This is an optimization exercise on Yosys and OpenROAD, whose aim is small area, not a production implementation. At most, simulation tests tie the RTL to the original design; equivalence was not proved. The RTL of runs 1, 2, 5 and 6 was laid out without a check of its function. Power and IR drop assume default switching activity.

## config.mk

```make
export PLATFORM = sky130hd
export DESIGN_NAME = frameMakerTop
export DESIGN_NICKNAME = frameMakerTop
export VERILOG_FILES = /design/flow/design.v
export SDC_FILE = /design/flow/constraint.sdc
export NUM_CORES = 4
export LEC_CHECK = 0
export ABC_AREA = 1
export CAP_MARGIN = 20
export CORE_MARGIN = 2
export CORE_UTILIZATION = 70
export SLEW_MARGIN = 20
```

## constraint.sdc

```tcl
create_clock -name core_clock -period 5.0 [get_ports {samplePoint}]
set_input_delay 1.0000 -clock core_clock [delete_from_list [all_inputs] [get_ports {samplePoint}]]
set_output_delay 1.0000 -clock core_clock [all_outputs]
set_load 0.01 [all_outputs]
```

## design.v

```verilog
module interFrameSpace (samplePoint, rst, canRX, frameReady, endOverload, isOverload, isStart);
	input wire samplePoint, rst, canRX, frameReady, endOverload;
	output wire isOverload, isStart;
	parameter bit1_intermission = 0, bit2_intermission = 1, bit3_intermission = 2, bus_idle = 3;
	reg [1:0]state;
	reg isOverload0, isStart0;
	reg endError;
	assign isOverload = isOverload0;
	assign isStart = isStart0;
	always @ (posedge samplePoint) begin
		if (rst) begin
			state <= bus_idle;
			isOverload0 <= 0;
			isStart0 <= 0;
			endError <= 0;
		end else begin
		if (frameReady == 0)begin
			state <= bit1_intermission;
			isOverload0 <= 0;
			isStart0 <= 0;
			if (endOverload)
				endError <= 1;
		end
		if (isOverload) begin
			isOverload0 <= 0;
		end
		if (frameReady == 1 && endOverload == 1) begin
			if (canRX == 1) begin
				state <= bit2_intermission;
				isOverload0 <= 0;
				isStart0 <= 0;
			end else begin
				state <= bit1_intermission;
				isOverload0 <= 1;
				isStart0 <= 0;
			end
		end
		if ((frameReady == 1 && endOverload == 0) || endError == 1) begin
			case (state)
				bit1_intermission:
					if (canRX == 1) begin
						state <= bit2_intermission;
						isOverload0 <= 0;
						isStart0 <= 0;
					end else begin
						state <= bit1_intermission;
						isOverload0 <= 1;
						isStart0 <= 0;
						endError <= 0;
					end
				bit2_intermission:
					if (canRX == 1) begin
						state <= bit3_intermission;
						isOverload0 <= 0;
						isStart0 <= 0;
					end else begin
						state <= bit1_intermission;
						isOverload0 <= 1;
						isStart0 <= 0;
						endError <= 0;
					end
				bit3_intermission:
					if (canRX == 1) begin
						state <= bus_idle;
						isOverload0 <= 0;
						isStart0 <= 0;
					end else begin
						state <= bit1_intermission;
						isOverload0 <= 0;
						isStart0 <= 1;
						endError <= 0;
					end
				bus_idle:
					if (canRX == 1) begin
						state <= bus_idle;
						isOverload0 <= 0;
						isStart0 <= 0;
					end else begin
						state <= bit1_intermission;
						isOverload0 <= 0;
						isStart0 <= 1;
						endError <= 0;
					end
			endcase
		end
		end
	end
endmodule
module overload (samplePoint, rst, canRX, isOverload, isError, endOverload);
	input wire samplePoint, rst, canRX, isOverload, isError;
	output reg endOverload;
	reg [3:0] count;
	reg del;
	reg alredyOverError;
	wire active = isOverload | isError | alredyOverError;
	wire flag = ~count[3] & ~(count[2] & (count[1] | count[0]));
	wire c7 = count[2] & count[1] & count[0];
	wire c11 = count[3] & count[1] & count[0];
	always @ (posedge samplePoint) begin
		if (rst) begin
			count <= 4'd0;
			del <= 1'b0;
			endOverload <= 1'b0;
			alredyOverError <= 1'b0;
		end else begin
			endOverload <= 1'b0;
			if (active) begin
				alredyOverError <= 1'b1;
				if (!del) begin
					if (!canRX)
						count <= (!flag && c11) ? 4'd0 : count + 4'd1;
					else if (flag)
						count <= 4'd0;
					else begin
						del <= 1'b1;
						count <= 4'd1;
					end
				end else begin
					if (canRX) begin
						if (c7) begin
							endOverload <= 1'b1;
							alredyOverError <= 1'b0;
							del <= 1'b0;
							count <= 4'd0;
						end else
							count <= count + 4'd1;
					end else begin
						del <= 1'b0;
						count <= {3'b000, c7};
					end
				end
			end
		end
	end
endmodule
module framecontroller
(
	input	sp, rst, CAN_RX, reset, isStuff, errorFlag,
	input	[4:0] size,
	output wire BS_onoff,
	output wire [1:0] CRCtype,
	output reg BRS_Stop,
	output wire invalidBit,
	output wire CRCcalc_on,
	output wire CRCtime,
	output wire ackValue,
	output reg isRemote,
	output reg IDE,
	output reg EDL,
	output reg BRS,
	output wire frameReady
);
	localparam [3:0] ARB = 4'd0, RTR = 4'd1, IDEs = 4'd2, EXT = 4'd3,
	                 EXTRTR = 4'd4, R1EDL = 4'd5, R0EDL = 4'd6, R0FD = 4'd7,
	                 BRSs = 4'd8, CRC0 = 4'd9, DLC = 4'd10, DATA = 4'd11,
	                 CRC = 4'd12, TAIL = 4'd13, ERR = 4'd14, ERR2 = 4'd15;
	reg [3:0] state;
	reg [8:0] cnt;
	reg big;    
	assign invalidBit = 1'b0;
	assign ackValue = 1'b0;
	wire tailFirst = cnt[3] & cnt[2] & cnt[1] & cnt[0];    
	assign frameReady = (state == ERR2) & cnt[0];
	assign CRCtime = (state == CRC) | ((state == TAIL) & tailFirst);
	assign CRCtype = {CRCtime & EDL, CRCtime & (~EDL | big)};
	assign CRCcalc_on = ~CRCtime & (state != TAIL) & (state != ERR2);
	assign BS_onoff = (state != ERR2) & ~((state == TAIL) & ~tailFirst);
	wire zero = (cnt == 9'd0);
	wire [8:0] crcLoad = !EDL ? 9'd14 : big ? 9'd20 : 9'd16;
	wire [3:0] dlc = {cnt[2:0], CAN_RX};
	reg [5:0] nbm1;
	always @* begin
		if (!EDL || !dlc[3])
			nbm1 = dlc[3] ? 6'd7 : {3'b000, dlc[2:0] - 3'd1};
		else case (dlc[2:0])
			3'd0: nbm1 = 6'd7;
			3'd1: nbm1 = 6'd11;
			3'd2: nbm1 = 6'd15;
			3'd3: nbm1 = 6'd19;
			3'd4: nbm1 = 6'd23;
			3'd5: nbm1 = 6'd31;
			3'd6: nbm1 = 6'd47;
			default: nbm1 = 6'd63;
		endcase
	end
	always @ (posedge sp) begin
		if (rst) begin
			state <= ERR2;
			cnt[0] <= 1'b1;
			BRS_Stop <= 1'b0;
			isRemote <= 1'b0;
			IDE <= 1'b0;
			EDL <= 1'b0;
			BRS <= 1'b0;
		end else if (reset) begin
			state <= errorFlag ? ERR : ARB;
			big <= 1'b0;
			BRS_Stop <= 1'b0;
			isRemote <= 1'b0;
			IDE <= 1'b0;
			EDL <= 1'b0;
			BRS <= 1'b0;
		end else if (!isStuff) begin
			case (state)
				ARB: if (size[3] && size[1]) state <= RTR;    
				RTR: begin
					isRemote <= CAN_RX;
					state <= IDEs;
				end
				IDEs: begin
					IDE <= CAN_RX;
					isRemote <= isRemote & ~CAN_RX;
					if (!CAN_RX) state <= R0EDL;
					else if (isRemote) state <= EXT;
					else state <= ERR;
				end
				EXT: if (&size[4:1]) state <= EXTRTR;    
				EXTRTR: begin
					isRemote <= CAN_RX;
					state <= R1EDL;
				end
				R1EDL, R0EDL: begin
					EDL <= CAN_RX;
					cnt <= {8'd0, ~CAN_RX};    
					if (CAN_RX) state <= R0FD;
					else if (state == R1EDL) state <= R0EDL;
					else state <= DLC;
				end
				R0FD: state <= CAN_RX ? ERR : BRSs;
				BRSs: begin
					if (!cnt[0]) begin
						BRS <= CAN_RX;
						BRS_Stop <= CAN_RX;
						cnt[0] <= 1'b1;
					end else
						state <= DLC;
				end
				DLC: begin
					if (!cnt[3]) begin
						cnt <= {cnt[7:0], CAN_RX};
					end else if (dlc != 4'd0) begin
						cnt <= {nbm1, 3'b111};
						big <= EDL & dlc[3] & (dlc[2] | (dlc[1] & dlc[0]));
						state <= DATA;
					end else begin
						cnt <= crcLoad;
						state <= CRC0;
					end
				end
				DATA: begin
					if (EDL) BRS_Stop <= 1'b1;
					cnt <= cnt - 9'd1;
					if (zero) begin
						cnt <= crcLoad;
						state <= CRC0;
					end
				end
				CRC0: begin
					cnt <= cnt - 9'd1;
					state <= CRC;
				end
				CRC: begin
					cnt <= cnt - 9'd1;
					if (zero) state <= TAIL;    
				end
				TAIL: begin
					BRS_Stop <= 1'b0;
					cnt <= cnt - 9'd1;
					if (!CAN_RX && cnt[3] && cnt[2] && cnt[0])    
						state <= ERR2;
					else if (!cnt[3] && !cnt[0])                 
						state <= ERR2;
				end
				default: ;
			endcase
		end
	end
endmodule
module DatavsRemote(
RTR_SRR,
IDE,
RTR_r1,
isRemote
);
	input RTR_SRR, IDE, RTR_r1;
	output isRemote;
	assign isRemote = RTR_SRR & (IDE ~^ RTR_r1);
endmodule
module frameSize
(
	input	sp, rst, isStuff, reset,
	output reg [9:0] size
);
	always @ (posedge sp) begin
		if (rst)
			begin
				size <= 10'b0;
			end
		else if (reset)
			begin
				size <= 10'b1;
			end
		else if (~isStuff)
			begin
				size <= size + 1;
			end
	end
endmodule
module frameStorage
(
	input	sp, rst, CAN_RX, isStuff, reset,
	output reg [150:0] frame
);
	wire clr = rst | reset;
	wire hold = isStuff & ~clr;
	wire shift = ~isStuff & ~clr;
	always @ (posedge sp) begin
		frame[150:1] <= ({150{hold}} & frame[150:1]) | ({150{shift}} & frame[149:0]);
		frame[0] <= ~rst & ((isStuff & ~reset) ? frame[0] : CAN_RX);
	end
endmodule
module frameMakerTop (samplePoint, reset, canRX, isError, isStuff, endOverload, BS_onoff, CRCtype, BRS_Stop, invalidBit, CRCcalc_on, CRCtime, ackValue, IDE, EDL, BRS, isRemote, size, frame, frameReady, isStart);
	input wire samplePoint, reset, canRX, isError, isStuff;
	output wire endOverload, BS_onoff, BRS_Stop, invalidBit, CRCcalc_on, CRCtime, ackValue, IDE, EDL, BRS, isRemote, frameReady, isStart;
	output wire [1:0] CRCtype;
	output wire [9:0] size;
	output wire [150:0] frame;
	wire isOverloadFromInterframe;
	interFrameSpace ifs (samplePoint, reset, canRX, frameReady, endOverload, isOverloadFromInterframe, isStart);
	overload ov (samplePoint, reset, canRX, isOverloadFromInterframe, isError, endOverload);
	framecontroller fc (samplePoint, reset, canRX, isStart, isStuff, isError, size[4:0], BS_onoff, CRCtype, BRS_Stop, invalidBit, CRCcalc_on, CRCtime, ackValue, isRemote, IDE, EDL, BRS, frameReady);
	frameSize fsz (samplePoint, reset, isStuff, isStart, size);
	frameStorage fst (samplePoint, reset, canRX, isStuff, isStart, frame);
endmodule
```

## flow/run.sh

```bash
#!/bin/bash
# Layout flow: the standard ORFS flow (standard.sh) with three changes:
#  - synthesis maps the logic with an area-oriented ABC script (flow/area.abc);
#    the rest of the synthesis script, and so every register, is unchanged
#  - ports are buffered with sky130_fd_sc_hd__buf_1
#  - the clock tree uses small clock buffers and no dummy loads
# Each tool's output goes to the ORFS logs under orfs/logs and to standard.log.
set -uo pipefail
W=$PWD
F=$W/flow
sed 's#^source \$::env(SCRIPTS_DIR)/synth_preamble.tcl$#&\nset abc_args [lreplace $abc_args 1 1 '"$F"'/area.abc]#' \
  "$FLOW_HOME/scripts/synth.tcl" > "$W/my_synth.tcl"
grep -q "area.abc" "$W/my_synth.tcl" || { echo "synth.tcl patch failed"; exit 1; }
sed 's#source \$::env(SCRIPTS_DIR)/synth.tcl#source '"$W"'/my_synth.tcl#' synth_recipe.tcl > "$W/my_synth_recipe.tcl"
grep -q "my_synth.tcl" "$W/my_synth_recipe.tcl" || { echo "synth_recipe.tcl patch failed"; exit 1; }
sed 's#SYNTH_SCRIPT=[^ ]*#SYNTH_SCRIPT='"$W"'/my_synth_recipe.tcl#' standard.sh > "$W/my_standard.sh"
grep -q "my_synth_recipe.tcl" "$W/my_standard.sh" || { echo "standard.sh patch failed"; exit 1; }
export BUFFER_PORTS_ARGS="-buffer_cell sky130_fd_sc_hd__buf_1"
export CTS_ARGS="-sink_clustering_enable -repair_clock_nets -dont_use_dummy_load -buf_list sky130_fd_sc_hd__clkbuf_8 -root_buf sky130_fd_sc_hd__clkbuf_8 -sink_clustering_size 24 -sink_clustering_max_diameter 60"
bash "$W/my_standard.sh" > "$W/standard.log" 2>&1
```

## flow/area.abc

```
strash
&get -n
&deepsyn -T 60 -S 1
&dch
&nf -p -F 8 -A 4 -R 1000
&put
mfs3 -ae
topo
stime -c
```

## standard.sh

```bash
#!/bin/bash
# synth_recipe.tcl (not shown) runs the flow's synth.tcl, then flattens the netlist and writes it again
# the make line also repeats each setting of config.mk as NAME=value (left out here)
make -C /OpenROAD-flow-scripts/flow DESIGN_CONFIG=/design/flow/config.mk WORK_HOME=/design/flow/orfs CLKGATE_MAP_FILE= SYNTH_SCRIPT=/design/flow/synth_recipe.tcl "${@:-finish}"
```

==> flow_summary.yaml, run 1 <==
pwr:
  pwr-share-clk_pct: 29.1
  p_leak_nw: 2.925
  switching_share_pct: 23.89
  seq_power_share_pct: 63.0
  vdd_drop_max_v: 0.0002087
  p_int_w: 0.001918
  p_switching_w: 0.0006018
  combPwrFrac_pct: 7.9
  cellPowerDensity_nw_per_um2: 322.7
placed_design:
  place.gp.congestion: 1.045
  port_buffers: 178
  dp_hpwl_microns: 10850
  place_ws_ns: 1.698
  dpl.cell_count: 898
  placed_area_sq_um: 7574
clock_network:
  clockBufferDepth: 2
  path_clk_slew_ns: 0.06
  tritoncts: "yes"
  postCtsSetupBuffers: 0
  h-tree-depth: 4
  cts_resized: 0
  cts-buffers-inserted: 17
  clkSinkCount: 192
  clk_latency_ns: 0.44
  cts_root_buf: "clkbuf_8"
  ctsHoldBuffers: 0
worst_setup_path:
  cp_cell_sequence: "clkinv_1 -> o311ai_0 -> nand3_1 -> nor2_1 -> buf_1"
  slowest_stage: "o311ai_0"
  cpPeakStageDelay_ns: 0.62
  endpoint_kind: "output port"
  worst_ep_arrival_time_ns: 2.40
  crit_path_start_kind: "flop"
  crit_buf_inv: 2
  crit_family: "compound AO/OA/AOI/OAI gates"
  path_class: "flop to output port"
  crit_path_max_fanout: 10
  required_ns: 4.00
synth:
  synthFlopType: "dfxtp_1"
  synth_top_area_cell: "dfxtp_1"
  ys_seq_area_share_pct: 59.04
  synth_area_leaders: "dfxtp_1, a22o_1, edfxtp_1, ha_1, a21oi_1"
  synth_area_per_cell_sq_um: 11.39
  synth.distinct_cells: 46
  async_reset_ff_share_pct: 0
  ys_ff_latch: 192
  syn_inst: 585
  syn_area_sq_um: 6663
  synth_warnings: 5
  synth-edff-count: 9
  synth_top_area_share_pct: 54.99
floorplan:
  num_io_pins: 181
  die_w_microns: 101.6
  die_h_microns: 101.6
  core-area_sq_um: 9240
  num_rows: 35
  initial_core_util_pct: 72.11
  die-area_sq_um: 10310
finish:
  multiInputGateArea_sq_um: 2658
  finalInstanceArea_sq_um: 7807
  mostFrequentLayoutCells: "dfxtp_1, buf_1, a22o_1"
  nNetsFinal: 805
  ff_latch_area_sq_um: 3934
  layout_commonest_cell: "dfxtp_1"
  nFillCells: 556
  n_antenna_cell: 0
  layoutNonFillerInstCount: 915
  drive_gt1_share_pct: 3.308
  area_delta_synth_final_pct: 17.18
status:
  status: "no timing/DRC/antenna violations"
grt:
  grt_max_degree: 152
  grt_overflow: 0
  busiest_layer: "met2"
  met1_usage_pct: 41.31
  grt_pass1_vias: 4937
  grt_pass1_wl_microns: 24800
  antenna_found_initial: 0
  grt_usage_pct: 29.95
  grt_use_met3_pct: 7.591
  gr-usage-met2_pct: 46.66
routing:
  wire_per_inst_microns: 17.26
  routed-via-count: 5698
  drt_wl_total_microns: 15790
  drtAntennaViolNets: 0
  dr.pass1.iters: 7
  viasPerCell: 6.227
  route.detailed.drc: 0
  drtIter0Drc: 399
timing:
  hold_ws_ns: 0.4673
  fin_ws_ns: 1.600
  min_period_over_period_pct: 67.99
  tns_ns: 0
  slew_headroom_pct: 29.81
  worst_pin_slew_ns: 1.050
  period_minus_slack_ns: 3.400
  rsz0062_at_grt: "false"
  setup_viol: 0
  finClkSkew_ns: 0.03895
  slew_violations: 0
  clock.fmax_ghz: 0.2942
  hold_violations: 0
job:
  cap_violations: 0
min_path:
  hp-class: "flop to flop"
-- through the flow --
stage	total power [W]	util, %
detailed placement	0.001816	81.96
CTS	0.002526	84.50
global placement	0.001808	81.96
finish	0.002519	84.50
floorplan	0.001744	-
global route	0.002614	84.50
-- per-layer routing --
layer / vias up / wire length (microns)
li1: 2666 / -
met1: 2735 / 6747
met2: 271 / 7552
met3: 26 / 1191
met4: 0 / 300
met5: - / 0
-- state kept, by name, indices dropped and copies added, names as in the netlist, 2 cells and up --
signal / flops
fc.state: 4
fc.cnt: 9
fsz.size: 10
ifs.state: 2
ov.count: 4
fst.frame: 151
-- final timing paths --
check / cells past startpoint / slack [ns] / endpoint / start
max: 5 / 1.60 / CRCtype[1] / fc.cnt[1]$_DFFE_PP_
min: 1 / 0.47 / ifs.state[0]$_SDFFE_PP1P_ / ifs.state[0]$_SDFFE_PP1P_
max reg2reg: 9 / 2.19 / fc.state[2]$_SDFFE_PP1P_ / fc.state[2]$_SDFFE_PP1P_
min reg2reg: 1 / 0.47 / ifs.state[0]$_SDFFE_PP1P_ / ifs.state[0]$_SDFFE_PP1P_
-- layout make-up --
type,count,share of cell area (%)
Clock buffer,17,2.997
Tap cell,129,2.067
Multi-Input combinational cell,372,34.04
Timing Repair Buffer,185,9.551
Sequential cell,192,50.38
Inverter,20,0.9615
-- synth_stat cells, types with 3 or more instances --
master and number:
a22o_1 153, and3_1 10, nor3_1 21, a31oi_1 3, ha_1 12, a21oi_1 24
o21ai_0 14, a22oi_1 3, xor2_1 4, edfxtp_1 9, xnor2_1 5, nor2b_1 3
nor2_1 29, clkinv_1 20, o32ai_1 4, nand3_1 11, dfxtp_1 183, a211oi_1 4
nor4_1 4, o31ai_1 3, nand2b_1 3, nand2_1 30, nand4_1 4
-- cells by family after synthesis --
logic type                 count (synthesis)  synth area share (%)
AOI/OAI and AO/OA                        227                 27.38
xor gates and xnor gates                   9                 1.183
adders and majority gates                 12                 2.253
buffers and inverters                     22                 1.352
DFF                                      192                 59.04
other                                      1               0.05628
and+or+nand+nor                          122                 8.732
-- power groups by stage --
| stage | Sequential [W] | Clock, W | Combinational (W) |
|---|---|---|---|
| 2_1_floorplan | 0.00162 | 0 | 0.000128 |
| 3_3_place_gp | 0.00162 | 0 | 0.000188 |
| 4_1_cts | 0.00159 | 0.000744 | 0.000196 |
| 3_5_place_dp | 0.00162 | 0 | 0.000195 |
| 5_1_grt | 0.00159 | 0.000804 | 0.000220 |
| 6_report | 0.00159 | 0.000734 | 0.000199 |
==> run 2, diff against run 1 <==
--- a/design.v
+++ b/design.v
@@ -88,7 +88,7 @@
 endmodule
 module overload (samplePoint, rst, canRX, isOverload, isError, endOverload);
 	input wire samplePoint, rst, canRX, isOverload, isError;
-	output reg endOverload;
+	output wire endOverload;
 	reg [3:0] count;
 	reg del;
 	reg alredyOverError;
@@ -96,41 +96,39 @@
 	wire flag = ~count[3] & ~(count[2] & (count[1] | count[0]));
 	wire c7 = count[2] & count[1] & count[0];
 	wire c11 = count[3] & count[1] & count[0];
+	wire ended = del & (count == 4'd0);
+	assign endOverload = ended;
 	always @ (posedge samplePoint) begin
 		if (rst) begin
 			count <= 4'd0;
 			del <= 1'b0;
-			endOverload <= 1'b0;
 			alredyOverError <= 1'b0;
-		end else begin
-			endOverload <= 1'b0;
-			if (active) begin
-				alredyOverError <= 1'b1;
-				if (!del) begin
-					if (!canRX)
-						count <= (!flag && c11) ? 4'd0 : count + 4'd1;
-					else if (flag)
+		end else if (active) begin
+			alredyOverError <= 1'b1;
+			if (!del || ended) begin
+				del <= 1'b0;
+				if (!canRX)
+					count <= (!flag && c11) ? 4'd0 : count + 4'd1;
+				else if (flag)
+					count <= 4'd0;
+				else begin
+					del <= 1'b1;
+					count <= 4'd1;
+				end
+			end else begin
+				if (canRX) begin
+					if (c7) begin
+						alredyOverError <= 1'b0;
 						count <= 4'd0;
-					else begin
-						del <= 1'b1;
-						count <= 4'd1;
-					end
+					end else
+						count <= count + 4'd1;
 				end else begin
-					if (canRX) begin
-						if (c7) begin
-							endOverload <= 1'b1;
-							alredyOverError <= 1'b0;
-							del <= 1'b0;
-							count <= 4'd0;
-						end else
-							count <= count + 4'd1;
-					end else begin
-						del <= 1'b0;
-						count <= {3'b000, c7};
-					end
+					del <= 1'b0;
+					count <= {3'b000, c7};
 				end
 			end
-		end
+		end else if (ended)
+			del <= 1'b0;
 	end
 endmodule
 module framecontroller
@@ -152,16 +150,18 @@
 );
 	localparam [3:0] ARB = 4'd0, RTR = 4'd1, IDEs = 4'd2, EXT = 4'd3,
 	                 EXTRTR = 4'd4, R1EDL = 4'd5, R0EDL = 4'd6, R0FD = 4'd7,
-	                 BRSs = 4'd8, CRC0 = 4'd9, DLC = 4'd10, DATA = 4'd11,
+	                 BRSs = 4'd8, ESI = 4'd9, DLC = 4'd10, DATA = 4'd11,
 	                 CRC = 4'd12, TAIL = 4'd13, ERR = 4'd14, ERR2 = 4'd15;
 	reg [3:0] state;
 	reg [8:0] cnt;
 	reg big;    
 	assign invalidBit = 1'b0;
 	assign ackValue = 1'b0;
+	wire crcFirst = EDL ? (cnt[4] & ~cnt[3] & (cnt[2] == big) & ~cnt[1] & ~cnt[0])
+	                    : (~cnt[4] & cnt[3] & cnt[2] & cnt[1] & ~cnt[0]);
 	wire tailFirst = cnt[3] & cnt[2] & cnt[1] & cnt[0];    
 	assign frameReady = (state == ERR2) & cnt[0];
-	assign CRCtime = (state == CRC) | ((state == TAIL) & tailFirst);
+	assign CRCtime = ((state == CRC) & ~crcFirst) | ((state == TAIL) & tailFirst);
 	assign CRCtype = {CRCtime & EDL, CRCtime & (~EDL | big)};
 	assign CRCcalc_on = ~CRCtime & (state != TAIL) & (state != ERR2);
 	assign BS_onoff = (state != ERR2) & ~((state == TAIL) & ~tailFirst);
@@ -221,20 +221,18 @@
 				end
 				R1EDL, R0EDL: begin
 					EDL <= CAN_RX;
-					cnt <= {8'd0, ~CAN_RX};    
+					cnt <= 9'd1;
 					if (CAN_RX) state <= R0FD;
 					else if (state == R1EDL) state <= R0EDL;
 					else state <= DLC;
 				end
 				R0FD: state <= CAN_RX ? ERR : BRSs;
 				BRSs: begin
-					if (!cnt[0]) begin
-						BRS <= CAN_RX;
-						BRS_Stop <= CAN_RX;
-						cnt[0] <= 1'b1;
-					end else
-						state <= DLC;
+					BRS <= CAN_RX;
+					BRS_Stop <= CAN_RX;
+					state <= ESI;
 				end
+				ESI: state <= DLC;
 				DLC: begin
 					if (!cnt[3]) begin
 						cnt <= {cnt[7:0], CAN_RX};
@@ -244,7 +242,7 @@
 						state <= DATA;
 					end else begin
 						cnt <= crcLoad;
-						state <= CRC0;
+						state <= CRC;
 					end
 				end
 				DATA: begin
@@ -252,13 +250,9 @@
 					cnt <= cnt - 9'd1;
 					if (zero) begin
 						cnt <= crcLoad;
-						state <= CRC0;
+						state <= CRC;
 					end
 				end
-				CRC0: begin
-					cnt <= cnt - 9'd1;
-					state <= CRC;
-				end
 				CRC: begin
 					cnt <= cnt - 9'd1;
 					if (zero) state <= TAIL;    
==> flow_summary.yaml, run 2 <==
synth:
  ys_seq_area_share_pct: 58.95
  synth_warnings: 5
  synth-edff-count: 9
  yosysMostFrequentCell: "dfxtp_1"
  syn_inst: 588
  ys_ff_latch: 191
  synth_top_area_cell: "dfxtp_1"
  synth_top_area_share_pct: 54.88
  synthFlopType: "dfxtp_1"
  synth.distinct_cells: 45
  syn_area_sq_um: 6639
  synth_area_per_cell_sq_um: 11.29
  async_reset_ff_share_pct: 0
  synth_commonest_cells: "dfxtp_1, a22o_1, nor2_1, a21oi_1, nand2_1"
  synth_area_leaders: "dfxtp_1, a22o_1, edfxtp_1, a21oi_1, nor2_1"
min_path:
  holdCritStartpoint: "ifs.state[0]$_SDFFE_PP1P_"
  whs_path_depth: 1
  hp-class: "flop to flop"
  hold_end: "ifs.state[0]$_SDFFE_PP1P_"
grt:
  grt_pass1_wl_microns: 25810
  antenna_found_initial: 0
  grt_pass1_vias: 5217
  grt_usage_pct: 31.49
  grt_max_degree: 143
  grt_overflow: 0
routing:
  wire_per_inst_microns: 18.35
  drt_wl_total_microns: 16810
  drt-met1-wl_microns: 7004
  routed-via-count: 5809
  drtAntennaViolNets: 0
  drtIter0Drc: 386
  wl_met2_microns: 8241
  viasPerCell: 6.342
  route.detailed.drc: 0
  route.met3.wl_microns: 1259
  top_layer_used: "met4"
  dr.pass1.iters: 5
finish:
  regMostFlops: "fst.frame"
  n_antenna_cell: 0
  reg_top3: "fst.frame: 151 flops, fsz.size: 10 flops, fc.cnt: 9 flops"
  mostFrequentLayoutCells: "dfxtp_1, buf_1, a22o_1"
  nFillCells: 514
  area_delta_synth_final_pct: 17.13
  layout_commonest_cell: "dfxtp_1"
  nNetsFinal: 804
  drive_gt1_share_pct: 3.050
  finish.utilization_pct: 84.16
  largest_reg_flops: 151
worst_setup_path:
  endpoint_kind: "flop"
  crit_path_start_kind: "flop"
  required_ns: 5.36
  rr_startpoint: "fc.cnt[1]$_DFFE_PP_"
  crit_path_max_fanout: 12
  rr_worst_depth: 15
  worst_ep_arrival_time_ns: 4.50
  path_class: "flop to flop"
  rrSetupSlack_ns: 0.86
  timing.rr.end: "fc.state[2]$_SDFFE_PP1P_"
pwr:
  vdd_drop_max_v: 0.0001951
  power_w: 0.002487
  cellPowerDensity_nw_per_um2: 319.9
  seq_power_share_pct: 63.1
  switching_share_pct: 23.78
  p_leak_nw: 2.923
  combPwrFrac_pct: 6.8
  pwr-share-clk_pct: 30.1
  p_int_w: 0.001896
  p_switching_w: 0.0005916
floorplan:
  num_io_pins: 181
  core-area_sq_um: 9240
  die-area_sq_um: 10280
  die_w_microns: 101.4
  initial_core_util_pct: 71.85
  die_h_microns: 101.4
  num_rows: 35
clock_network:
  clk_latency_ns: 0.46
  postCtsSetupBuffers: 0
  tritoncts: "yes"
  clockBufferDepth: 2
  cts-buffers-inserted: 17
  clkSinkCount: 191
  cts_root_buf: "clkbuf_8"
  h-tree-depth: 4
  cts_resized: 0
  ctsHoldBuffers: 0
  path_clk_slew_ns: 0.09
placed_design:
  port_buffers: 178
  place_ws_ns: 0.9919
  dp_hpwl_microns: 11350
  place.gp.congestion: 0.8763
timing:
  slew_headroom_pct: 37.07
  hold_violations: 0
  period_minus_slack_ns: 4.140
  min_period_over_period_pct: 82.79
  slew_violations: 0
  finClkSkew_ns: 0.04269
  rsz0062_at_grt: "false"
  setup_viol: 0
  worst_pin_slew_ns: 0.9367
  tns_ns: 0
  clock.fmax_ghz: 0.2416
  fin_ws_ns: 0.8603
job:
  cap_violations: 0
status:
  status: "no timing/DRC/antenna violations"
[run 2: cell count changes in the layout (fill, tap and decap cells not counted), moves of 4 or more]
cell / change
clkinv_1: -5
o32ai_1: -4
o21ai_0: +4
a21oi_1: +6
nand2_1: -4
nor2_1: +9
nand3_1: -5
[run 2: cell families (layout without fill, tap and decap cells)]
kind of cell	Yosys count	in the layout	synth area share, %
compound gates	239	239	28.35
flops	191	191	58.95
simple gates	123	123	8.745
buf+inv	17	215	1.074
fa+ha+maj	10	10	1.885
xor+xnor	6	6	0.7916
other cells	1	2	0.05649
mux	1	1	0.1508
[run 2: power by group through the flow]
stage,clock [W],combinational (W),sequential [W]
after floorplan,0,0.000110,0.00160
after global placement,0,0.000153,0.00160
after detailed placement,0,0.000160,0.00160
after CTS,0.000751,0.000161,0.00157
after global routing,0.000815,0.000185,0.00157
final,0.000749,0.000168,0.00157
[run 2: stage by stage]
stage               area [sq um]  std cells  hold slack, ns
floorplan                   6653        589          0.4221
global placement            7515        898          0.4321
detailed placement          7515        898          0.4579
CTS                         7749        915          0.4768
global route                7776        916          0.5070
finish                      7776        916          0.4779
[run 2: layout make-up]
class	instances	area, sq um	share of cell area (%)
repair buffers	183	738.2	9.493
clock buffers	17	234.0	3.009
flip-flops and latches	191	3914	50.33
well taps	129	161.4	2.076
inverters	15	56.30	0.7241
multi-input cells	381	2673	34.37
[run 2: how the worst max path moves through the flow]
stage                              from                       end  depth (start not counted)
finish              fc.cnt[1]$_DFFE_PP_  fc.state[2]$_SDFFE_PP1P_                         15
global route        fc.cnt[1]$_DFFE_PP_  fc.state[2]$_SDFFE_PP1P_                         15
CTS                 fc.cnt[1]$_DFFE_PP_  fc.state[2]$_SDFFE_PP1P_                         15
detailed placement  fc.cnt[1]$_DFFE_PP_  fc.state[2]$_SDFFE_PP1P_                         15
global placement    fc.cnt[1]$_DFFE_PP_  fc.state[2]$_SDFFE_PP1P_                         15
floorplan                         reset      fc.big$_SDFFCE_PP0P_                          4
[run 2: routing by layer]
metal  vias up  GRT usage [%]
met4         0          11.64
met1      2806          42.16
met2       294          49.97
met3        30          7.729
li1       2679              -
met5         -              0
[run 2: worst max-delay path, stage by stage, from the launching register on]
cell and delay, ns:
edfxtp_1 0.59, clkinv_1 0.12, ha_1 0.21, nand2_1 0.08, or3_1 0.34, or3_1 0.37
or3_1 0.38, and2_0 0.19, or3_1 0.42, a221oi_1 0.42, a21oi_1 0.13, nor2_1 0.20
nand2_1 0.11, nor3_1 0.22, a21oi_1 0.08, a31oi_1 0.18
==> run 3, diff against run 2 <==
--- a/design.v
+++ b/design.v
@@ -157,36 +157,36 @@
 	reg big;    
 	assign invalidBit = 1'b0;
 	assign ackValue = 1'b0;
-	wire crcFirst = EDL ? (cnt[4] & ~cnt[3] & (cnt[2] == big) & ~cnt[1] & ~cnt[0])
-	                    : (~cnt[4] & cnt[3] & cnt[2] & cnt[1] & ~cnt[0]);
-	wire tailFirst = cnt[3] & cnt[2] & cnt[1] & cnt[0];    
-	assign frameReady = (state == ERR2) & cnt[0];
+	wire crcFirst = EDL ? (cnt[4] & ~cnt[3] & (cnt[2] == big) & ~cnt[1] & cnt[0])
+	                    : (~cnt[4] & cnt[3] & cnt[2] & cnt[1] & cnt[0]);
+	wire tailFirst = ~cnt[3] & ~cnt[2] & ~cnt[1] & ~cnt[0];    
+	assign frameReady = (state == ERR2) & ~cnt[0];
 	assign CRCtime = ((state == CRC) & ~crcFirst) | ((state == TAIL) & tailFirst);
 	assign CRCtype = {CRCtime & EDL, CRCtime & (~EDL | big)};
 	assign CRCcalc_on = ~CRCtime & (state != TAIL) & (state != ERR2);
 	assign BS_onoff = (state != ERR2) & ~((state == TAIL) & ~tailFirst);
-	wire zero = (cnt == 9'd0);
-	wire [8:0] crcLoad = !EDL ? 9'd14 : big ? 9'd20 : 9'd16;
+	wire one = (cnt == 9'd1);
+	wire [8:0] crcLoad = !EDL ? 9'd15 : big ? 9'd21 : 9'd17;
 	wire [3:0] dlc = {cnt[2:0], CAN_RX};
-	reg [5:0] nbm1;
+	reg [5:0] nb;
 	always @* begin
 		if (!EDL || !dlc[3])
-			nbm1 = dlc[3] ? 6'd7 : {3'b000, dlc[2:0] - 3'd1};
+			nb = dlc[3] ? 6'd8 : {3'b000, dlc[2:0]};
 		else case (dlc[2:0])
-			3'd0: nbm1 = 6'd7;
-			3'd1: nbm1 = 6'd11;
-			3'd2: nbm1 = 6'd15;
-			3'd3: nbm1 = 6'd19;
-			3'd4: nbm1 = 6'd23;
-			3'd5: nbm1 = 6'd31;
-			3'd6: nbm1 = 6'd47;
-			default: nbm1 = 6'd63;
+			3'd0: nb = 6'd8;
+			3'd1: nb = 6'd12;
+			3'd2: nb = 6'd16;
+			3'd3: nb = 6'd20;
+			3'd4: nb = 6'd24;
+			3'd5: nb = 6'd32;
+			3'd6: nb = 6'd48;
+			default: nb = 6'd0;    
 		endcase
 	end
 	always @ (posedge sp) begin
 		if (rst) begin
 			state <= ERR2;
-			cnt[0] <= 1'b1;
+			cnt[0] <= 1'b0;
 			BRS_Stop <= 1'b0;
 			isRemote <= 1'b0;
 			IDE <= 1'b0;
@@ -237,7 +237,7 @@
 					if (!cnt[3]) begin
 						cnt <= {cnt[7:0], CAN_RX};
 					end else if (dlc != 4'd0) begin
-						cnt <= {nbm1, 3'b111};
+						cnt <= {nb, 3'b000};    
 						big <= EDL & dlc[3] & (dlc[2] | (dlc[1] & dlc[0]));
 						state <= DATA;
 					end else begin
@@ -248,21 +248,21 @@
 				DATA: begin
 					if (EDL) BRS_Stop <= 1'b1;
 					cnt <= cnt - 9'd1;
-					if (zero) begin
+					if (one) begin
 						cnt <= crcLoad;
 						state <= CRC;
 					end
 				end
 				CRC: begin
 					cnt <= cnt - 9'd1;
-					if (zero) state <= TAIL;    
+					if (one) state <= TAIL;
 				end
 				TAIL: begin
 					BRS_Stop <= 1'b0;
 					cnt <= cnt - 9'd1;
-					if (!CAN_RX && cnt[3] && cnt[2] && cnt[0])    
+					if (!CAN_RX && !cnt[0] && (cnt[3:1] == 3'b000 || cnt[3:1] == 3'b111))    
 						state <= ERR2;
-					else if (!cnt[3] && !cnt[0])                 
+					else if (!cnt[3] && cnt[2] && cnt[1] && cnt[0])    
 						state <= ERR2;
 				end
 				default: ;
==> flow_summary.yaml, run 3 <==
status:
  status: "no timing/DRC/antenna violations"
synth:
  synth_warnings: 5
  syn_inst: 572
  synth_commonest_cells: "dfxtp_1, a22o_1, nand2_1, nor2_1"
  ys_seq_area_share_pct: 59.58
  synth-edff-count: 9
  synth_top_area_cell: "dfxtp_1"
  synth.distinct_cells: 48
  synth_top_area_share_pct: 55.47
  synth_area_per_cell_sq_um: 11.48
  synth_area_leaders: "dfxtp_1, a22o_1, edfxtp_1, a21oi_1, o21ai_0"
  synthFlopType: "dfxtp_1"
  async_reset_ff_share_pct: 0
  syn_area_sq_um: 6569
  ys_ff_latch: 191
  yosysMostFrequentCell: "dfxtp_1"
grt:
  grt_max_degree: 108
  grt_overflow: 0
  grt_pass1_wl_microns: 24840
  antenna_found_initial: 0
  grt_pass1_vias: 4981
  grt_usage_pct: 30.65
routing:
  drtAntennaViolNets: 0
  route.detailed.drc: 0
  wire_per_inst_microns: 17.71
  drtIter0Drc: 377
  routed-via-count: 5588
  drt_wl_total_microns: 15640
  viasPerCell: 6.328
  dr.pass1.iters: 5
floorplan:
  die-area_sq_um: 10170
  num_io_pins: 181
  num_rows: 35
  die_w_microns: 100.9
  core-area_sq_um: 9153
  initial_core_util_pct: 71.77
  die_h_microns: 100.9
clock_network:
  clk_latency_ns: 0.44
  clockBufferDepth: 2
  cts-buffers-inserted: 17
  postCtsSetupBuffers: 0
  cts_root_buf: "clkbuf_8"
  tritoncts: "yes"
  path_clk_slew_ns: 0.07
  h-tree-depth: 4
  cts_resized: 0
  clkSinkCount: 191
  ctsHoldBuffers: 0
placed_design:
  place.gp.congestion: 0.8868
  dp_hpwl_microns: 10460
  place_ws_ns: 1.735
  port_buffers: 178
finish:
  drive_gt1_share_pct: 3.238
  layout_commonest_cell: "dfxtp_1"
  nNetsFinal: 785
  area_delta_synth_final_pct: 16.59
  reg_top3: "fst.frame: 151 flops, fsz.size: 10 flops, fc.cnt: 9 flops"
  largest_reg_flops: 151
  mostFrequentLayoutCells: "dfxtp_1, buf_1, a22o_1"
  n_antenna_cell: 0
  regMostFlops: "fst.frame"
worst_setup_path:
  crit_buf_inv: 2
  rrSetupSlack_ns: 2.13
  cp_cell_sequence: "clkinv_1 -> a2111oi_0 -> o21ai_0 -> a31oi_1 -> nor2b_1 -> and2_0 -> buf_1"
  path_class: "flop to output port"
  crit_path_start_kind: "flop"
  crit_path_max_fanout: 12
  slowest_stage: "dfxtp_1"
  endpoint_kind: "output port"
  crit_family: "compound AO/OA/AOI/OAI gates"
  worst_ep_arrival_time_ns: 2.36
  required_ns: 4.00
  cpPeakStageDelay_ns: 0.59
timing:
  min_period_over_period_pct: 67.27
  period_minus_slack_ns: 3.363
  rsz0062_at_grt: "false"
  clock.fmax_ghz: 0.2973
  finClkSkew_ns: 0.03624
  fin_ws_ns: 1.637
  worst_pin_slew_ns: 1.033
  slew_violations: 0
  hold_violations: 0
  tns_ns: 0
  slew_headroom_pct: 31.17
  setup_viol: 0
job:
  cap_violations: 0
pwr:
  cellPowerDensity_nw_per_um2: 331.7
  p_leak_nw: 2.847
  vdd_drop_max_v: 0.0003606
min_path:
  hp-class: "flop to flop"
run 3: final timing paths:
kind,from,endpoint,cells after the start
setup / recovery,fc.cnt[0]$_SDFFE_PP0P_,CRCtype[0],7
hold / removal,fc.IDE$_SDFFE_PP0P_,fc.IDE$_SDFFE_PP0P_,2
setup reg to reg,fc.cnt[1]$_DFFE_PP_,fc.state[2]$_SDFFE_PP1P_,12
hold reg to reg,fc.IDE$_SDFFE_PP0P_,fc.IDE$_SDFFE_PP0P_,2
run 3: power by group:
group          internal, W  switching [W]  total, W
Sequential         0.00155      0.0000364   0.00159
Combinational    0.0000584       0.000150  0.000208
Clock             0.000302       0.000440  0.000742
run 3: layout make-up:
| class | count | area, sq um |
|---|---|---|
| multi-input combinational | 367 | 2610 |
| timing repair buffer | 184 | 713.2 |
| clock buffer | 17 | 234.0 |
| tap | 111 | 138.9 |
| fill | 557 | 1494 |
| inverter | 13 | 48.80 |
| sequential | 191 | 3914 |
run 3: kinds of logic (layout without fill, tap and decap cells):
kind of cell	after synthesis	after routing	synth area share, %
and+or+nand+nor	117	117	8.895
adders and majority gates	6	6	1.143
other	1	2	0.05709
AOI/OAI and AO/OA	229	229	27.54
buffers and inverters	15	214	0.9714
DFF	191	191	59.58
xor gates and xnor gates	10	10	1.333
muxes	3	3	0.4762
run 3: through the flow:
stage | instances | area (sq um) | utilization [%] | power (W) | hold slack, ns
6_report | 883 | 7659 | 83.68 | 0.002540 | 0.4607
2_1_floorplan | 573 | 6583 | - | 0.001756 | 0.4161
3_5_place_dp | 866 | 7425 | 81.12 | 0.001828 | 0.4496
3_3_place_gp | 866 | 7425 | 81.12 | 0.001818 | 0.4292
5_1_grt | 883 | 7659 | 83.68 | 0.002638 | 0.4924
4_1_cts | 883 | 7659 | 83.68 | 0.002543 | 0.4577
run 3: layer usage:
metal  wire length [microns]  track usage, %
met5                       0               0
met4                     306           9.589
met3                    1101           7.559
met2                    7645           49.38
met1                    6583           40.95
run 3: worst register-to-register path, stage by stage (launching register included):
cell	delay (ns)
edfxtp_1	0.56
clkinv_1	0.14
ha_1	0.14
nor4b_1	0.24
a311oi_1	0.16
or2_0	0.26
nor3_1	0.30
nand2_1	0.14
a31oi_1	0.23
and2_0	0.20
nand2_1	0.08
xor2_1	0.18
a31oi_1	0.17
==> run 4, diff against run 3 <==
--- a/design.v
+++ b/design.v
@@ -150,7 +150,7 @@
 );
 	localparam [3:0] ARB = 4'd0, RTR = 4'd1, IDEs = 4'd2, EXT = 4'd3,
 	                 EXTRTR = 4'd4, R1EDL = 4'd5, R0EDL = 4'd6, R0FD = 4'd7,
-	                 BRSs = 4'd8, ESI = 4'd9, DLC = 4'd10, DATA = 4'd11,
+	                 BRSs = 4'd8, DLC = 4'd10, DATA = 4'd11,
 	                 CRC = 4'd12, TAIL = 4'd13, ERR = 4'd14, ERR2 = 4'd15;
 	reg [3:0] state;
 	reg [8:0] cnt;
@@ -221,7 +221,7 @@
 				end
 				R1EDL, R0EDL: begin
 					EDL <= CAN_RX;
-					cnt <= 9'd1;
+					cnt <= {7'd0, ~CAN_RX, CAN_RX};    
 					if (CAN_RX) state <= R0FD;
 					else if (state == R1EDL) state <= R0EDL;
 					else state <= DLC;
@@ -230,11 +230,10 @@
 				BRSs: begin
 					BRS <= CAN_RX;
 					BRS_Stop <= CAN_RX;
-					state <= ESI;
+					state <= DLC;
 				end
-				ESI: state <= DLC;
 				DLC: begin
-					if (!cnt[3]) begin
+					if (!cnt[4]) begin
 						cnt <= {cnt[7:0], CAN_RX};
 					end else if (dlc != 4'd0) begin
 						cnt <= {nb, 3'b000};    
==> flow_summary.yaml, run 4 <==
synth:
  synth_commonest_cells: "dfxtp_1, a22o_1, nand2_1, nor2_1, a21oi_1"
  synth.distinct_cells: 41
  synth_top_area_share_pct: 55.57
  synth-edff-count: 9
  syn_area_sq_um: 6556
  yosysMostFrequentCell: "dfxtp_1"
  synth_area_leaders: "dfxtp_1, a22o_1, edfxtp_1, nand2_1, a21oi_1"
  ys_ff_latch: 191
  synth_area_per_cell_sq_um: 11.30
  synthFlopType: "dfxtp_1"
  synth_warnings: 5
  async_reset_ff_share_pct: 0
  ys_seq_area_share_pct: 59.69
  syn_inst: 580
  synth_top_area_cell: "dfxtp_1"
grt:
  grt_pass1_vias: 5008
  grt_usage_pct: 31.15
  grt_overflow: 0
  grt_pass1_wl_microns: 25060
  grt_max_degree: 102
  antenna_found_initial: 0
worst_setup_path:
  path_class: "flop to output port"
  worst_ep_arrival_time_ns: 2.53
  crit_path_start_kind: "flop"
  rr_worst_depth: 8
  crit_path_max_fanout: 14
  required_ns: 4.00
  endpoint_kind: "output port"
pwr:
  vdd_drop_max_v: 0.0002049
  p_leak_nw: 2.840
  power_w: 0.002519
  cellPowerDensity_nw_per_um2: 330.1
floorplan:
  num_rows: 35
  num_io_pins: 181
  initial_core_util_pct: 71.63
  die-area_sq_um: 10160
  core-area_sq_um: 9153
  die_h_microns: 100.8
  die_w_microns: 100.8
clock_network:
  h-tree-depth: 4
  cts_resized: 0
  clkSinkCount: 191
  ctsHoldBuffers: 0
  tritoncts: "yes"
  cts-buffers-inserted: 17
  clk_latency_ns: 0.45
  postCtsSetupBuffers: 0
  clockBufferDepth: 2
  cts_root_buf: "clkbuf_8"
  path_clk_slew_ns: 0.08
routing:
  dr.pass1.iters: 5
  route.detailed.drc: 0
  drtIter0Drc: 346
  drtAntennaViolNets: 0
  viasPerCell: 6.355
  routed-via-count: 5650
  wire_per_inst_microns: 18.08
  drt_wl_total_microns: 16080
timing:
  worst_pin_slew_ns: 0.9544
  hold_violations: 0
  setup_viol: 0
  tns_ns: 0
  period_minus_slack_ns: 3.527
  min_period_over_period_pct: 70.55
  finClkSkew_ns: 0.04012
  slew_headroom_pct: 35.88
  clock.fmax_ghz: 0.2835
  slew_violations: 0
  rsz0062_at_grt: "false"
placed_design:
  port_buffers: 178
  dp_hpwl_microns: 10860
  place.gp.congestion: 0.9351
finish:
  regMostFlops: "fst.frame"
  area_delta_synth_final_pct: 16.39
  reg_top3: "fst.frame: 151 flops, fsz.size: 10 flops, fc.cnt: 9 flops"
  largest_reg_flops: 151
  n_antenna_cell: 0
  nNetsFinal: 791
  drive_gt1_share_pct: 2.956
  mostFrequentLayoutCells: "dfxtp_1, buf_1, a22o_1"
  layout_commonest_cell: "dfxtp_1"
min_path:
  whs_path_depth: 1
  hp-class: "flop to flop"
job:
  cap_violations: 0
status:
  status: "no timing/DRC/antenna violations"
-- run 4: cell types whose count changed in the layout (fill, tap and decap cells not counted), sizes merged, moves of 3 or more --
cell / before / now
a21oi: 22 / 25
nand2b: 3 / 6
nor2b: 6 / 3
xor2: 5 / 2
nor3: 13 / 16
clkinv: 13 / 16
nor2: 24 / 28
nand2: 29 / 35
xnor2: 5 / 8
-- run 4: routing by layer --
metal  part of all wire, %  wire [microns]  global-route usage (%)
met1                    42            6699                   39.95
met2                    49            7901                   51.33
met3                   6.7            1080                   6.727
met4                   2.4             393                   12.75
met5                     0               0                       0
-- run 4: logic make-up after synthesis --
group                    share of synthesized area [%]
buffers and inverters                            1.145
AO/OA/AOI/OAI                                    27.86
adder cells (fa/ha/maj)                          1.145
other                                          0.05720
flip-flops                                       59.69
AND/OR/NAND/NOR                                  8.760
XOR/XNOR                                         1.336
-- run 4: critical path: stages (launching register included) --
cell       delay, ns
edfxtp_1        0.60
nor3_1          0.41
nand2b_1        0.18
o2111ai_1       0.45
nand2_1         0.14
a21oi_1         0.13
buf_1           0.20
-- run 4: area by class of cell --
cell class / count / area (sq um)
Multi-Input combinational cell: 372 / 2586
Clock buffer: 17 / 234.0
Inverter: 16 / 60.06
Timing Repair Buffer: 182 / 698.2
Sequential cell: 191 / 3914
Tap cell: 111 / 138.9
Fill cell: 566 / 1521
-- run 4: worst paths after layout --
| path | start | to | slack (ns) |
|---|---|---|---|
| max | fc.cnt[2]$_DFFE_PP_ | CRCtype[0] | 1.47 |
| min | fsz.size[9]$_SDFFE_PP0N_ | fsz.size[9]$_SDFFE_PP0N_ | 0.47 |
| max reg2reg | fc.state[3]$_SDFFE_PP1P_ | fc.cnt[4]$_DFFE_PP_ | 1.94 |
| min reg2reg | fsz.size[9]$_SDFFE_PP0N_ | fsz.size[9]$_SDFFE_PP0N_ | 0.47 |
-- run 4: where the power goes --
part	switching, W	leakage, nW	internal (W)
Clock	0.000444	0.122	0.000302
Combinational	0.000144	1.17	0.0000504
Sequential	0.0000275	1.55	0.00155
Total	0.000615	2.84	0.00190
-- run 4: stage by stage --
step | setup slack, ns | instances | utilization (%) | area [sq um] | hold WS [ns]
after floorplan | 0.1236 | 581 | - | 6570 | 0.4317
after global placement | 1.546 | 872 | 80.82 | 7397 | 0.4298
after detailed placement | 1.468 | 872 | 80.82 | 7397 | 0.4579
after CTS | 1.525 | 889 | 83.38 | 7631 | 0.4685
after global routing | 1.260 | 889 | 83.38 | 7631 | 0.4852
final | 1.473 | 889 | 83.38 | 7631 | 0.4699
==> run 5, diff against run 4 <==
--- a/design.v
+++ b/design.v
@@ -91,44 +91,39 @@
 	output wire endOverload;
 	reg [3:0] count;
 	reg del;
-	reg alredyOverError;
-	wire active = isOverload | isError | alredyOverError;
+	wire idle = del & count[3];
+	wire ended = del & (count == 4'd0);
+	wire start = idle | ended;
+	wire active = isOverload | isError | ~start;
 	wire flag = ~count[3] & ~(count[2] & (count[1] | count[0]));
 	wire c7 = count[2] & count[1] & count[0];
 	wire c11 = count[3] & count[1] & count[0];
-	wire ended = del & (count == 4'd0);
 	assign endOverload = ended;
 	always @ (posedge samplePoint) begin
 		if (rst) begin
-			count <= 4'd0;
-			del <= 1'b0;
-			alredyOverError <= 1'b0;
+			count <= 4'd8;
+			del <= 1'b1;
 		end else if (active) begin
-			alredyOverError <= 1'b1;
-			if (!del || ended) begin
+			if (!del || start) begin
 				del <= 1'b0;
 				if (!canRX)
-					count <= (!flag && c11) ? 4'd0 : count + 4'd1;
-				else if (flag)
+					count <= start ? 4'd1 : (!flag && c11) ? 4'd0 : count + 4'd1;
+				else if (flag || start)
 					count <= 4'd0;
 				else begin
 					del <= 1'b1;
 					count <= 4'd1;
 				end
 			end else begin
-				if (canRX) begin
-					if (c7) begin
-						alredyOverError <= 1'b0;
-						count <= 4'd0;
-					end else
-						count <= count + 4'd1;
-				end else begin
+				if (canRX)
+					count <= c7 ? 4'd0 : count + 4'd1;
+				else begin
 					del <= 1'b0;
 					count <= {3'b000, c7};
 				end
 			end
 		end else if (ended)
-			del <= 1'b0;
+			count <= 4'd8;
 	end
 endmodule
 module framecontroller
==> flow_summary.yaml, run 5 <==
status:
  status: "no timing/DRC/antenna violations"
grt:
  grt_overflow: 0
  grt_pass1_wl_microns: 24090
  grt_pass1_vias: 4852
  grt_usage_pct: 29.71
  grt_max_degree: 128
  antenna_found_initial: 0
floorplan:
  die_w_microns: 100.9
  core-area_sq_um: 9196
  die-area_sq_um: 10190
  num_rows: 35
  die_h_microns: 100.9
  num_io_pins: 181
  initial_core_util_pct: 71.54
timing:
  worst_pin_slew_ns: 0.9699
  setup_viol: 0
  tns_ns: 0
  slew_violations: 0
  rsz0062_at_grt: "false"
  hold_violations: 0
  slew_headroom_pct: 35.34
  finClkSkew_ns: 0.03670
  min_period_over_period_pct: 69.51
  period_minus_slack_ns: 3.476
  clock.fmax_ghz: 0.2877
worst_setup_path:
  cp_cell_sequence: "clkinv_1 -> nand2_1 -> or4_1 -> a31oi_1 -> nor2b_1 -> and2_0 -> buf_1"
  crit_path_max_fanout: 9
  crit_path_start_kind: "flop"
  slowest_stage: "edfxtp_1"
  required_ns: 4.00
  rr_worst_depth: 9
  endpoint_kind: "output port"
  rrSetupSlack_ns: 2.43
  rr_startpoint: "fc.cnt[1]$_DFFE_PP_"
  worst_ep_arrival_time_ns: 2.48
  cpPeakStageDelay_ns: 0.54
  path_class: "flop to output port"
  timing.rr.end: "fc.cnt[4]$_DFFE_PP_"
placed_design:
  port_buffers: 178
  dp_hpwl_microns: 10770
  place.gp.congestion: 0.9575
pwr:
  cellPowerDensity_nw_per_um2: 355.6
  p_switching_w: 0.0007474
  switching_share_pct: 27.42
  p_leak_nw: 2.858
  power_w: 0.002726
  combPwrFrac_pct: 13.4
  seq_power_share_pct: 59.4
  pwr-share-clk_pct: 27.2
  vdd_drop_max_v: 0.0002800
  p_int_w: 0.001978
synth:
  syn_area_sq_um: 6579
  ys_ff_latch: 190
  ys_seq_area_share_pct: 59.19
  synth-edff-count: 9
  synth_commonest_cells: "dfxtp_1, a22o_1, a21oi_1, nand2_1, nor2_1"
  async_reset_ff_share_pct: 0
  synth_warnings: 5
  synth_area_leaders: "dfxtp_1, a22o_1, edfxtp_1, a21oi_1, nand2_1"
  synth_area_per_cell_sq_um: 11.28
  synthFlopType: "dfxtp_1"
  synth_top_area_cell: "dfxtp_1"
  yosysMostFrequentCell: "dfxtp_1"
  synth.distinct_cells: 45
  syn_inst: 583
  synth_top_area_share_pct: 55.08
routing:
  routed-via-count: 5685
  drt_wl_total_microns: 15670
  route.detailed.drc: 0
  drtAntennaViolNets: 0
  dr.pass1.iters: 5
  viasPerCell: 6.366
  wire_per_inst_microns: 17.55
  drtIter0Drc: 371
clock_network:
  cts_root_buf: "clkbuf_8"
  ctsHoldBuffers: 0
  tritoncts: "yes"
  clk_latency_ns: 0.45
  path_clk_slew_ns: 0.06
  cts-buffers-inserted: 17
  clockBufferDepth: 2
  cts_resized: 0
  h-tree-depth: 4
  clkSinkCount: 190
  postCtsSetupBuffers: 0
finish:
  regMostFlops: "fst.frame"
  mostFrequentLayoutCells: "dfxtp_1, buf_1, a22o_1"
  multiInputGateArea_sq_um: 2648
  nNetsFinal: 796
  reg_top3: "fst.frame: 151 flops, fsz.size: 10 flops, fc.cnt: 9 flops"
  largest_reg_flops: 151
  ff_latch_area_sq_um: 3894
  nFillCells: 557
  area_delta_synth_final_pct: 16.51
  n_antenna_cell: 0
  drive_gt1_share_pct: 3.069
  layout_commonest_cell: "dfxtp_1"
  finish.utilization_pct: 83.35
min_path:
  hp-class: "flop to flop"
  whs_path_depth: 2
  holdCritStartpoint: "fc.IDE$_SDFFE_PP0P_"
  hold_end: "fc.IDE$_SDFFE_PP0P_"
job:
  cap_violations: 0
==> run 5: cell count changes after synthesis, moves of 4 or more <==
cell,change
nor3_1,+4
xnor2_1,-4
o21ai_0,-5
nand2_1,-4
clkinv_1,-5
a21oi_1,+6
==> run 5: layout make-up <==
type,instances,share of cell area [%]
multi-input combinational,381,34.54
tap,111,1.812
inverter,11,0.5387
timing repair buffer,183,9.256
clock buffer,17,3.053
sequential,190,50.80
==> run 5: worst max-delay path: cells and delay by family, from the launching register on <==
kind	cells	cell delay, ns
DFF	1	0.54
buffers and inverters	2	0.34
AOI/OAI and AO/OA	1	0.29
and+or+nand+nor	4	0.88
==> run 5: metrics by stage <==
stage | hold slack [ns] | std cells | area, sq um | worst slack, ns
after floorplan | 0.4388 | 584 | 6593 | 0.1568
after global placement | 0.4534 | 876 | 7427 | 1.528
after detailed placement | 0.4550 | 876 | 7427 | 1.430
after CTS | 0.4631 | 893 | 7661 | 1.553
after global routing | 0.5026 | 893 | 7665 | 1.460
final | 0.4654 | 893 | 7665 | 1.524
==> run 5: worst max path at each step <==
stage                      startpoint                  endpoint  slack [ns]
6_report          fc.cnt[1]$_DFFE_PP_                CRCtype[1]        1.52
5_1_grt        fc.cnt[0]$_SDFFE_PP0P_                CRCtype[0]        1.46
4_1_cts           fc.cnt[1]$_DFFE_PP_                CRCtype[1]        1.55
3_5_place_dp                    reset     fst.frame[25]$_DFF_P_        1.43
3_3_place_gp                    canRX  fc.state[1]$_SDFFE_PP1P_        1.53
2_1_floorplan                   reset    fst.frame[100]$_DFF_P_        0.16
==> run 5: layer usage <==
layer | routed length [microns] | up-vias | track usage [%]
met5 | 0 | - | 0
met4 | 311 | 0 | 11.02
met3 | 1198 | 29 | 6.449
met2 | 7575 | 286 | 46.97
met1 | 6586 | 2708 | 40.38
li1 | - | 2662 | -
==> run 5: power by group through the flow <==
stage / Combinational, W / Clock, W / Sequential (W)
2_1_floorplan: 0.000256 / 0 / 0.00164
3_3_place_gp: 0.000347 / 0 / 0.00165
3_5_place_dp: 0.000358 / 0 / 0.00165
4_1_cts: 0.000362 / 0.000748 / 0.00162
5_1_grt: 0.000404 / 0.000813 / 0.00162
6_report: 0.000367 / 0.000740 / 0.00162
==> run 5: cell families (layout without fill, tap and decap cells) <==
family / after synthesis / after routing / share of synthesized area, %
compound gates: 230 / 230 / 27.54
flops: 190 / 190 / 59.19
simple gates: 133 / 133 / 9.814
buf+inv: 13 / 211 / 0.8558
xor+xnor: 8 / 8 / 1.065
fa+ha+maj: 7 / 7 / 1.331
other cells: 1 / 2 / 0.05700
mux: 1 / 1 / 0.1522
==> run 6, diff against run 5 <==
--- a/design.v
+++ b/design.v
@@ -88,42 +88,49 @@
 endmodule
 module overload (samplePoint, rst, canRX, isOverload, isError, endOverload);
 	input wire samplePoint, rst, canRX, isOverload, isError;
-	output wire endOverload;
+	output reg endOverload;
 	reg [3:0] count;
 	reg del;
-	wire idle = del & count[3];
-	wire ended = del & (count == 4'd0);
-	wire start = idle | ended;
-	wire active = isOverload | isError | ~start;
+	reg alredyOverError;
+	wire active = isOverload | isError | alredyOverError;
 	wire flag = ~count[3] & ~(count[2] & (count[1] | count[0]));
 	wire c7 = count[2] & count[1] & count[0];
 	wire c11 = count[3] & count[1] & count[0];
-	assign endOverload = ended;
 	always @ (posedge samplePoint) begin
 		if (rst) begin
-			count <= 4'd8;
-			del <= 1'b1;
-		end else if (active) begin
-			if (!del || start) begin
-				del <= 1'b0;
-				if (!canRX)
-					count <= start ? 4'd1 : (!flag && c11) ? 4'd0 : count + 4'd1;
-				else if (flag || start)
-					count <= 4'd0;
-				else begin
-					del <= 1'b1;
-					count <= 4'd1;
-				end
-			end else begin
-				if (canRX)
-					count <= c7 ? 4'd0 : count + 4'd1;
-				else begin
-					del <= 1'b0;
-					count <= {3'b000, c7};
+			count <= 4'd0;
+			del <= 1'b0;
+			endOverload <= 1'b0;
+			alredyOverError <= 1'b0;
+		end else begin
+			endOverload <= 1'b0;
+			if (active) begin
+				alredyOverError <= 1'b1;
+				if (!del) begin
+					if (!canRX)
+						count <= (!flag && c11) ? 4'd0 : count + 4'd1;
+					else if (flag)
+						count <= 4'd0;
+					else begin
+						del <= 1'b1;
+						count <= 4'd1;
+					end
+				end else begin
+					if (canRX) begin
+						if (c7) begin
+							endOverload <= 1'b1;
+							alredyOverError <= 1'b0;
+							del <= 1'b0;
+							count <= 4'd0;
+						end else
+							count <= count + 4'd1;
+					end else begin
+						del <= 1'b0;
+						count <= {3'b000, c7};
+					end
 				end
 			end
-		end else if (ended)
-			count <= 4'd8;
+		end
 	end
 endmodule
 module framecontroller
@@ -145,7 +152,7 @@
 );
 	localparam [3:0] ARB = 4'd0, RTR = 4'd1, IDEs = 4'd2, EXT = 4'd3,
 	                 EXTRTR = 4'd4, R1EDL = 4'd5, R0EDL = 4'd6, R0FD = 4'd7,
-	                 BRSs = 4'd8, DLC = 4'd10, DATA = 4'd11,
+	                 BRSs = 4'd8, ESI = 4'd9, DLC = 4'd10, DATA = 4'd11,
 	                 CRC = 4'd12, TAIL = 4'd13, ERR = 4'd14, ERR2 = 4'd15;
 	reg [3:0] state;
 	reg [8:0] cnt;
@@ -196,6 +203,7 @@
 			EDL <= 1'b0;
 			BRS <= 1'b0;
 		end else if (!isStuff) begin
+			if (state != ERR2) cnt <= cnt - 9'd1;
 			case (state)
 				ARB: if (size[3] && size[1]) state <= RTR;    
 				RTR: begin
@@ -216,7 +224,7 @@
 				end
 				R1EDL, R0EDL: begin
 					EDL <= CAN_RX;
-					cnt <= {7'd0, ~CAN_RX, CAN_RX};    
+					cnt <= 9'd1;
 					if (CAN_RX) state <= R0FD;
 					else if (state == R1EDL) state <= R0EDL;
 					else state <= DLC;
@@ -225,10 +233,14 @@
 				BRSs: begin
 					BRS <= CAN_RX;
 					BRS_Stop <= CAN_RX;
+					state <= ESI;
+				end
+				ESI: begin
+					cnt <= 9'd1;
 					state <= DLC;
 				end
 				DLC: begin
-					if (!cnt[4]) begin
+					if (!cnt[3]) begin
 						cnt <= {cnt[7:0], CAN_RX};
 					end else if (dlc != 4'd0) begin
 						cnt <= {nb, 3'b000};    
@@ -241,19 +253,16 @@
 				end
 				DATA: begin
 					if (EDL) BRS_Stop <= 1'b1;
-					cnt <= cnt - 9'd1;
 					if (one) begin
 						cnt <= crcLoad;
 						state <= CRC;
 					end
 				end
 				CRC: begin
-					cnt <= cnt - 9'd1;
 					if (one) state <= TAIL;
 				end
 				TAIL: begin
 					BRS_Stop <= 1'b0;
-					cnt <= cnt - 9'd1;
 					if (!CAN_RX && !cnt[0] && (cnt[3:1] == 3'b000 || cnt[3:1] == 3'b111))    
 						state <= ERR2;
 					else if (!cnt[3] && cnt[2] && cnt[1] && cnt[0])    
==> flow_summary.yaml, run 6 <==
synth:
  synth_area_per_cell_sq_um: 11.43
  ys_ff_latch: 192
  synthAdderAreaFrac_pct: 1.516
  synth.distinct_cells: 43
  synth_area_leaders: "dfxtp_1, a22o_1, edfxtp_1, a21oi_1, nand2_1"
  synth_top_family_by_area: "compound AO/OA/AOI/OAI gates"
  async_reset_ff_share_pct: 0
  ys_seq_area_share_pct: 59.57
  synth_xor_area_share_pct: 0.9284
  yosysMostFrequentCell: "dfxtp_1"
  syn_area_sq_um: 6604
  synth-edff-count: 9
  synthMuxAreaShare_pct: 0
  synthSimpleGateAreaFrac_pct: 8.678
  synth_commonest_cells: "dfxtp_1, a22o_1, nand2_1, a21oi_1, nor2_1"
  synth_warnings: 5
  synthFlopType: "dfxtp_1"
  syn_inst: 578
  synth_compound_area_share_pct: 28.29
  synth_top_area_cell: "dfxtp_1"
  synth_top_area_share_pct: 55.48
finish:
  nNetsFinal: 792
  area_delta_synth_final_pct: 16.64
  largest_reg_flops: 151
  n_antenna_cell: 0
  nFillCells: 563
  reg_top3: "fst.frame: 151 flops, fsz.size: 10 flops, fc.cnt: 9 flops"
  finalInstanceArea_sq_um: 7702
  drive_gt1_share_pct: 3.089
  regMostFlops: "fst.frame"
  layout_commonest_cell: "dfxtp_1"
  mostFrequentLayoutCells: "dfxtp_1, buf_1, a22o_1"
floorplan:
  die_h_microns: 101.1
  initial_core_util_pct: 71.81
  num_rows: 35
  die-area_sq_um: 10230
  core-area_sq_um: 9196
  die_w_microns: 101.1
  num_io_pins: 181
timing:
  slew_violations: 0
  slew_headroom_pct: 45.09
  period_minus_slack_ns: 3.455
  finClkSkew_ns: 0.03124
  tns_ns: 0
  min_period_over_period_pct: 69.09
  rsz0062_at_grt: "false"
  hold_violations: 0
  clock.fmax_ghz: 0.2895
  setup_viol: 0
  worst_pin_slew_ns: 0.8236
clock_network:
  clockBufferDepth: 2
  cts-buffers-inserted: 17
  h-tree-depth: 4
  ctsHoldBuffers: 0
  tritoncts: "yes"
  cts_resized: 0
  postCtsSetupBuffers: 0
  clk_latency_ns: 0.44
  cts_root_buf: "clkbuf_8"
  path_clk_slew_ns: 0.09
  clkSinkCount: 192
grt:
  grt_max_degree: 154
  grt_pass1_wl_microns: 24230
  grt_overflow: 0
  antenna_found_initial: 0
  grt_usage_pct: 29.52
  grt_pass1_vias: 4968
pwr:
  power_w: 0.002665
  p_leak_nw: 2.860
  vdd_drop_max_v: 0.0002526
  cellPowerDensity_nw_per_um2: 346.1
worst_setup_path:
  rrSetupSlack_ns: 1.93
  path_class: "flop to output port"
  crit_path_start_kind: "flop"
  worst_ep_arrival_time_ns: 2.45
  crit_buf_inv: 2
  rr_startpoint: "fc.state[2]$_SDFFE_PP1P_"
  required_ns: 4.00
  timing.rr.end: "fc.state[2]$_SDFFE_PP1P_"
  slowest_stage: "edfxtp_1"
  crit_family: "compound AO/OA/AOI/OAI gates"
  crit_path_max_fanout: 10
  rr_worst_depth: 9
  cpPeakStageDelay_ns: 0.55
  endpoint_kind: "output port"
  cp_cell_sequence: "clkinv_1 -> o2111a_1 -> a32o_1 -> a21oi_1 -> o21bai_1 -> nor2b_1 -> and2_0 -> buf_1"
routing:
  dr.pass1.iters: 5
  viasPerCell: 6.253
  wire_per_inst_microns: 17.09
  top_layer_used: "met4"
  route.detailed.drc: 0
  wl_met2_microns: 7034
  routed-via-count: 5553
  drt_wl_total_microns: 15170
  drt-met1-wl_microns: 6386
  drtAntennaViolNets: 0
  drtIter0Drc: 421
  route.met3.wl_microns: 1375
status:
  status: "no timing/DRC/antenna violations"
placed_design:
  place.gp.congestion: 0.9144
  port_buffers: 178
  dp_hpwl_microns: 9935
  placed_area_sq_um: 7465
min_path:
  hp-class: "flop to flop"
  hold_end: "ifs.isStart0$_SDFFE_PP0P_"
  whs_path_depth: 2
  holdCritStartpoint: "ifs.state[1]$_SDFFE_PP1P_"
job:
  cap_violations: 0
==> run 6: kinds of logic after synthesis <==
group,after synthesis
adders and majority gates,8
buffers and inverters,15
and+or+nand+nor,118
DFF,192
xor gates and xnor gates,7
AOI/OAI and AO/OA,237
other,1
==> run 6: cell type report <==
| cell class | instances | area (sq um) | area share [%] |
|---|---|---|---|
| flip-flops and latches | 192 | 3934 | 51.07 |
| multi-input cells | 372 | 2625 | 34.08 |
| repair buffers | 183 | 721.9 | 9.373 |
| clock buffers | 17 | 234.0 | 3.038 |
| well taps | 111 | 138.9 | 1.803 |
| inverters | 13 | 48.80 | 0.6335 |
==> run 6: per-layer routing <==
metal / global-route usage [%] / vias to the layer above
met1: 39.89 / 2604
met5: 0 / -
met3: 9.593 / 40
met2: 45.08 / 266
li1: - / 2643
met4: 10.29 / 0
==> run 6: how the worst max path moves through the flow <==
stage               slack [ns]  cells past startpoint                     to                start
detailed placement        1.67                      6  fst.frame[94]$_DFF_P_                reset
global route              1.45                      8             CRCtype[1]  fc.cnt[1]$_DFFE_PP_
CTS                       1.61                      8             CRCtype[1]  fc.cnt[1]$_DFFE_PP_
global placement          1.77                      6  fst.frame[69]$_DFF_P_                reset
floorplan                 0.01                      3   fst.frame[0]$_DFF_P_                reset
finish                    1.55                      8             CRCtype[1]  fc.cnt[1]$_DFFE_PP_
==> run 6: power breakdown <==
part           internal (W)  leakage (nW)  switching [W]
combinational     0.0000949          1.18       0.000208
sequential          0.00157          1.56      0.0000496
clock              0.000302         0.122       0.000436
==> run 6: worst min-delay path: stages (launching register included) <==
cell and delay (ns):
dfxtp_1 0.32, nand2_1 0.07, nor4_1 0.04
==> run 6: through the flow <==
step                      worst slack, ns  cells  hold slack (ns)  utilization [%]
final                               1.545    888           0.4422            83.76
after global routing                1.449    888           0.4533            83.76
after CTS                           1.610    888           0.4413            83.71
after detailed placement            1.673    871           0.4536            81.17
after global placement              1.766    871           0.4369            81.17
after floorplan                   0.01359    579           0.4216                -

re-timing with driven ports:
The flow's constraints put no driver on any port. The routed layouts listed below were extracted and timed again, unchanged, in two steps. Step 1 assumes that a clkbuf_16 drives the clock port and a buf_2 every other input. Step 2 times the ports against the registers' clock, not the clock port: input delays grow and output delays shrink by t, the midpoint of the rising clock arrivals with the driver on. Three values: ideal, step 1, step 2; two values: the first two.
run	t (ns)	slack for setup (ns)
run 1	0.456	1.600 / 1.566 / 1.645
run 2	0.472	0.860 / 0.860 / 0.860
run 3	0.461	1.637 / 1.599 / 1.604
run 4	0.467	1.473 / 1.438 / 1.374
run 5	0.460	1.524 / 1.489 / 1.338
run 6	0.461	1.545 / 1.510 / 1.856
After both steps setup and hold are still met in every run listed.
